Context: an optimization exercise on an open-source flow, tuned for a short achievable clock period and few clock cycles. The choices shown serve that exercise and are no tape-out recipe. At most, simulation tests tie the RTL to the original design; equivalence was not proved. The flow treats the clock pin as an ideal source, which a real chip does not have. Power is estimated from default activity; no workload was simulated.

Setup of lane 1:
Design MIPS_DLX, start of the top module:
module MIPS_DLX(
	input         clock,
	input         reset,
	input         enable,
	output [9:0]  imem_addr,
	input  [31:0] imem_data,
	output [9:0]  dmem_addr,
	output [31:0] dmem_wdata,
	output        dmem_we,
	input  [31:0] dmem_rdata
);
Size: roughly 1700 flip-flops, roughly 120 I/O pins.
Settings: LEC_CHECK=0, CAP_MARGIN=20, CORE_MARGIN=2, CORE_UTILIZATION=40, SETUP_SLACK_MARGIN=5, SLEW_MARGIN=20, SYNTH_HIERARCHICAL=1; clock period 10.0 ns.
run.sh (not shown) runs the stock make flow with config.mk's settings and CLKGATE_MAP_FILE= SYNTH_SCRIPT=/design/flow/synth_recipe.tcl, a recipe that flattens the netlist after the stock synthesis.
Setup changes, lane 1 to lane 2
- clearing SYNTH_HIERARCHICAL, which used to be 1
[summary]
- Y dimension of the die: lane 2 vs lane 1 — no meaningful difference
- Lane 2 completed every stage of the flow, and the final layout passed the timing, DRC and antenna checks.
- | number of search-and-repair iterations in the first detailed-routing pass | lane 2 vs lane 1 | 1 lower |
- Diff lane 2 and lane 1: non-clock buffer count lower in lane 1
- Diff lane 1 -> lane 2: fraction of area in registers lower, total via count after detailed routing -1541, total count of max-transition violations in the final report now sits at about the same level, post-CTS repair timing setup buffer count went up by 38.
Inputs modified between lane 2 and lane 3:
- SETUP_SLACK_MARGIN: 5 -> unset
==> flow/flow/run.sh (new file) <==
#!/bin/bash
# Standard ORFS layout with delay cells kept out of the netlist and
# repair_timing asked for more setup slack than the default.
set -euo pipefail
DONT_USE="sky130_fd_sc_hd__probe_p_8 sky130_fd_sc_hd__probec_p_8 sky130_fd_sc_hd__lpflow_bleeder_1 sky130_fd_sc_hd__lpflow_clkbufkapwr_1 sky130_fd_sc_hd__lpflow_clkbufkapwr_16 sky130_fd_sc_hd__lpflow_clkbufkapwr_2 sky130_fd_sc_hd__lpflow_clkbufkapwr_4 sky130_fd_sc_hd__lpflow_clkbufkapwr_8 sky130_fd_sc_hd__lpflow_clkinvkapwr_1 sky130_fd_sc_hd__lpflow_clkinvkapwr_16 sky130_fd_sc_hd__lpflow_clkinvkapwr_2 sky130_fd_sc_hd__lpflow_clkinvkapwr_4 sky130_fd_sc_hd__lpflow_clkinvkapwr_8 sky130_fd_sc_hd__lpflow_decapkapwr_12 sky130_fd_sc_hd__lpflow_decapkapwr_3 sky130_fd_sc_hd__lpflow_decapkapwr_4 sky130_fd_sc_hd__lpflow_decapkapwr_6 sky130_fd_sc_hd__lpflow_decapkapwr_8 sky130_fd_sc_hd__lpflow_inputiso0n_1 sky130_fd_sc_hd__lpflow_inputiso0p_1 sky130_fd_sc_hd__lpflow_inputiso1n_1 sky130_fd_sc_hd__lpflow_inputiso1p_1 sky130_fd_sc_hd__lpflow_inputisolatch_1 sky130_fd_sc_hd__lpflow_isobufsrc_1 sky130_fd_sc_hd__lpflow_isobufsrc_16 sky130_fd_sc_hd__lpflow_isobufsrc_2 sky130_fd_sc_hd__lpflow_isobufsrc_4 sky130_fd_sc_hd__lpflow_isobufsrc_8 sky130_fd_sc_hd__lpflow_isobufsrckapwr_16 sky130_fd_sc_hd__lpflow_lsbuf_lh_hl_isowell_tap_1 sky130_fd_sc_hd__lpflow_lsbuf_lh_hl_isowell_tap_2 sky130_fd_sc_hd__lpflow_lsbuf_lh_hl_isowell_tap_4 sky130_fd_sc_hd__lpflow_lsbuf_lh_isowell_4 sky130_fd_sc_hd__lpflow_lsbuf_lh_isowell_tap_1 sky130_fd_sc_hd__lpflow_lsbuf_lh_isowell_tap_2 sky130_fd_sc_hd__lpflow_lsbuf_lh_isowell_tap_4 sky130_fd_sc_hd__fill_1 sky130_fd_sc_hd__fill_2 sky130_fd_sc_hd__fill_4 sky130_fd_sc_hd__fill_8  sky130_fd_sc_hd__clkdlybuf4s15_1 sky130_fd_sc_hd__clkdlybuf4s15_2 sky130_fd_sc_hd__clkdlybuf4s18_1 sky130_fd_sc_hd__clkdlybuf4s18_2 sky130_fd_sc_hd__clkdlybuf4s25_1 sky130_fd_sc_hd__clkdlybuf4s25_2 sky130_fd_sc_hd__clkdlybuf4s50_1 sky130_fd_sc_hd__clkdlybuf4s50_2 sky130_fd_sc_hd__dlygate4sd1_1 sky130_fd_sc_hd__dlygate4sd2_1 sky130_fd_sc_hd__dlygate4sd3_1 sky130_fd_sc_hd__dlymetal6s2s_1 sky130_fd_sc_hd__dlymetal6s4s_1 sky130_fd_sc_hd__dlymetal6s6s_1"
bash standard.sh "DONT_USE_CELLS=$DONT_USE" SETUP_SLACK_MARGIN=5.0 finish > standard.log 2>&1
==> flow/standard.sh (new file) <==
#!/bin/bash
# synth_recipe.tcl (not shown) runs the flow's synth.tcl, then flattens the netlist and writes it again
# the make line also repeats each setting of config.mk as NAME=value (left out here)
make -C /OpenROAD-flow-scripts/flow DESIGN_CONFIG=/design/flow/config.mk WORK_HOME=/design/flow/orfs CLKGATE_MAP_FILE= SYNTH_SCRIPT=/design/flow/synth_recipe.tcl "${@:-finish}"
removed: flow/run.sh
Notes after the runs:
Per the final summary, lane 3 finished and its layout is clean on timing, DRC and antenna. The run showing the smaller final critical-path setup slack is lane 3. In lane 3, the number of antenna diodes came out 4 above the value in lane 2. Met2 routing resource usage after global routing (higher): lane 3. Compare lane 2 and lane 3 | number of nets in the final layout lower: lane 2. Of lane 3 and lane 2, it is lane 3 that has the lower power. Of the two values seen for type of the setup path with the least slack, register to register was produced by lane 3 and input pin to register by lane 2. Number of non-clock buffers in the layout in lane 3 is about 26% higher than in lane 2.
Function was not checked in any run of this note: the RTL went through the layout flow alone.

MIPS_DLX, a different RTL version from the one above (not shown whole).
Size: ~10000 cells after synthesis, ~120 I/O pins.
## MIPS_DLX
module MIPS_DLX(
	input         clock,
	input         reset,
	input         enable,
	output [9:0]  imem_addr,
	input  [31:0] imem_data,
	output [9:0]  dmem_addr,
	output [31:0] dmem_wdata,
	output        dmem_we,
	input  [31:0] dmem_rdata
);
Settings: LEC_CHECK=0, CAP_MARGIN=20, CORE_MARGIN=2, CORE_UTILIZATION=40, SLEW_MARGIN=20; clock period 10.0 ns.
standard.sh (not shown) runs the stock make flow with config.mk's settings and CLKGATE_MAP_FILE= SYNTH_SCRIPT=/design/flow/synth_recipe.tcl, a recipe that flattens the netlist after the stock synthesis.
==> flow/flow/run.sh <==
#!/bin/bash
# Layout: the standard ORFS flow (standard.sh, which runs the standard
# synthesis unchanged), with these settings changed:
#   - DONT_USE_CELLS: the platform's list plus the delay cells (clkdlybuf*,
#     dlygate*, dlymetal*), so that repair never puts them on data paths;
#   - SETUP_SLACK_MARGIN 5.6: repair_timing keeps working until paths are
#     about 4.4 ns long (the clock stays at the design's 10 ns);
#   - SLEW_MARGIN / CAP_MARGIN 50: repair_design aims further below the
#     library's slew and capacitance limits;
#   - POST_CTS_TCL: post_cts.tcl, more repair passes at the end of CTS.
# ORFS's own logs are under orfs/logs; make's output goes to standard.log.
set -euo pipefail
here="$PWD/flow"
DONT_USE="$(tr '\n' ' ' < "$here/dont_use.txt")"
bash standard.sh "DONT_USE_CELLS=$DONT_USE" SETUP_SLACK_MARGIN=5.6 \
	SLEW_MARGIN=50 CAP_MARGIN=50 POST_CTS_TCL="$here/post_cts.tcl" \
	finish > standard.log 2>&1
==> flow/flow/post_cts.tcl <==
# Extra timing repair at the end of ORFS's CTS step (before 4_1_cts.odb is
# written): fix slow transitions, then a setup repair pass that only resizes,
# swaps pins and clones (no new buffers), then legalize the placement again.
puts "post_cts: extra repair"
estimate_parasitics -placement
repair_design -slew_margin 50 -cap_margin 50 -verbose
estimate_parasitics -placement
repair_timing -setup -setup_margin 5.6 -repair_tns 100 -skip_buffering -verbose
detailed_placement
check_placement -verbose
report_worst_slack -max
Other scripts of this flow, unchanged in this note and not shown: flow/flow/dont_use.txt
The baseline finished with timing, DRC and antenna clean.
Testbench counts at the start, summed over its fixed seeds: cycles 26,110.
Change:
--- a/flow/flow/run.sh
+++ b/flow/flow/run.sh
@@ -8,5 +8,6 @@
 #   - SLEW_MARGIN / CAP_MARGIN 50: repair_design aims further below the
 #     library's slew and capacitance limits;
-#   - POST_CTS_TCL: post_cts.tcl, more repair passes at the end of CTS.
+#   - POST_CTS_TCL: post_cts.tcl, one more repair pass at the end of CTS
+#     that resizes, swaps pins and clones but adds no buffers.
 # ORFS's own logs are under orfs/logs; make's output goes to standard.log.
 set -euo pipefail
--- a/flow/flow/post_cts.tcl
+++ b/flow/flow/post_cts.tcl
@@ -3,4 +3,9 @@
 # swaps pins and clones (no new buffers), then legalize the placement again.
 puts "post_cts: extra repair"
+# the buffers the standard flow's flow put on the input ports: make them all strong, since
+# every input arrives late and several drive many loads
+foreach inst [get_cells input*] {
+  replace_cell $inst sky130_fd_sc_hd__buf_12
+}
 estimate_parasitics -placement
 repair_design -slew_margin 50 -cap_margin 50 -verbose
After rerunning: The new run ran to the end with no violations. Clock power is about the same. Design area barely changes. Sequential power barely changes. Hold slack stays flat. Wire length shrinks by 0.39%. Via count fell by 0.39%. Critical path depth stays the same. Register-to-register slack is worse by 0.08 ns.
Change:
--- a/flow/flow/run.sh
+++ b/flow/flow/run.sh
@@ -15,4 +15,4 @@
 DONT_USE="$(tr '\n' ' ' < "$here/dont_use.txt")"
 bash standard.sh "DONT_USE_CELLS=$DONT_USE" SETUP_SLACK_MARGIN=5.6 \
-	SLEW_MARGIN=50 CAP_MARGIN=50 POST_CTS_TCL="$here/post_cts.tcl" \
+	SLEW_MARGIN=50 CAP_MARGIN=50 POST_CTS_TCL="$here/post_cts.tcl" IO_CONSTRAINTS="$here/io.tcl" \
 	finish > standard.log 2>&1
==> flow/flow/io.tcl (new file) <==
# Keep the enable input and the dmem_we output next to each other: the path
# between them (enable gates every store) goes straight through.
set_io_pin_constraint -group -order -pin_names {enable dmem_we}
--- a/flow/flow/post_cts.tcl
+++ b/flow/flow/post_cts.tcl
@@ -3,9 +3,4 @@
 # swaps pins and clones (no new buffers), then legalize the placement again.
 puts "post_cts: extra repair"
-# the buffers the standard flow's flow put on the input ports: make them all strong, since
-# every input arrives late and several drive many loads
-foreach inst [get_cells input*] {
-  replace_cell $inst sky130_fd_sc_hd__buf_12
-}
 estimate_parasitics -placement
 repair_design -slew_margin 50 -cap_margin 50 -verbose
Die area does not change.
Register-to-register slack improved by 0.02 ns.
Sequential cell count is unchanged.
Utilization is lower by 0.37 points.
Area after synthesis is unchanged.
Setup slack improved by 0.020 ns.
Sequential power stays flat.
Routed wire length is higher by 0.62%.
Worst hold slack is about the same.
Count of clock-buffer cells in the layout is higher by 8.
Non-clock buffer count is higher by 1.

what the ideal ports hide:
In the flow no input, the clock included, has a driving cell. The finished layouts below were timed again as built, in two steps.
Step 1: set_driving_cell puts a clkbuf_16 on clock and a buf_2 on each other input, an assumption about the parent block.
Step 2 adds t to the input delays and takes it off the output delays; t is the mean of the earliest and latest rising clock arrival at the registers after step 1. Input paths then give back, and output paths get back, about the clock's delay inside the block.
a / b / c = no drivers / after step 1 / after step 2; a / b = the first two.
run	t (ns)	setup slack, ns	slew at the worst register clock pin (ns)	cell pins on the clock port's net
lane 1	0.946	4.835 / 4.659 / 3.866	0.07 / 0.07	1
lane 2	0.935	4.843 / 4.759 / 3.975	0.07 / 0.07	1
lane 3	0.933	4.693 / 4.693 / 3.857	0.07 / 0.07	1
the first run of note 2	1.022	5.478 / 5.217 / 4.195	0.08 / 0.08	1
the second run of note 2	1.021	5.396 / 5.254 / 4.233	0.08 / 0.08	1
the third run of note 2	1.025	5.415 / 5.169 / 4.144	0.08 / 0.08	1
After both steps setup and hold are still met in every run listed. For the first run of note 2, which loses most, drivers alone change the setup slack by -0.261 ns; drivers and shift together by -1.283 ns.
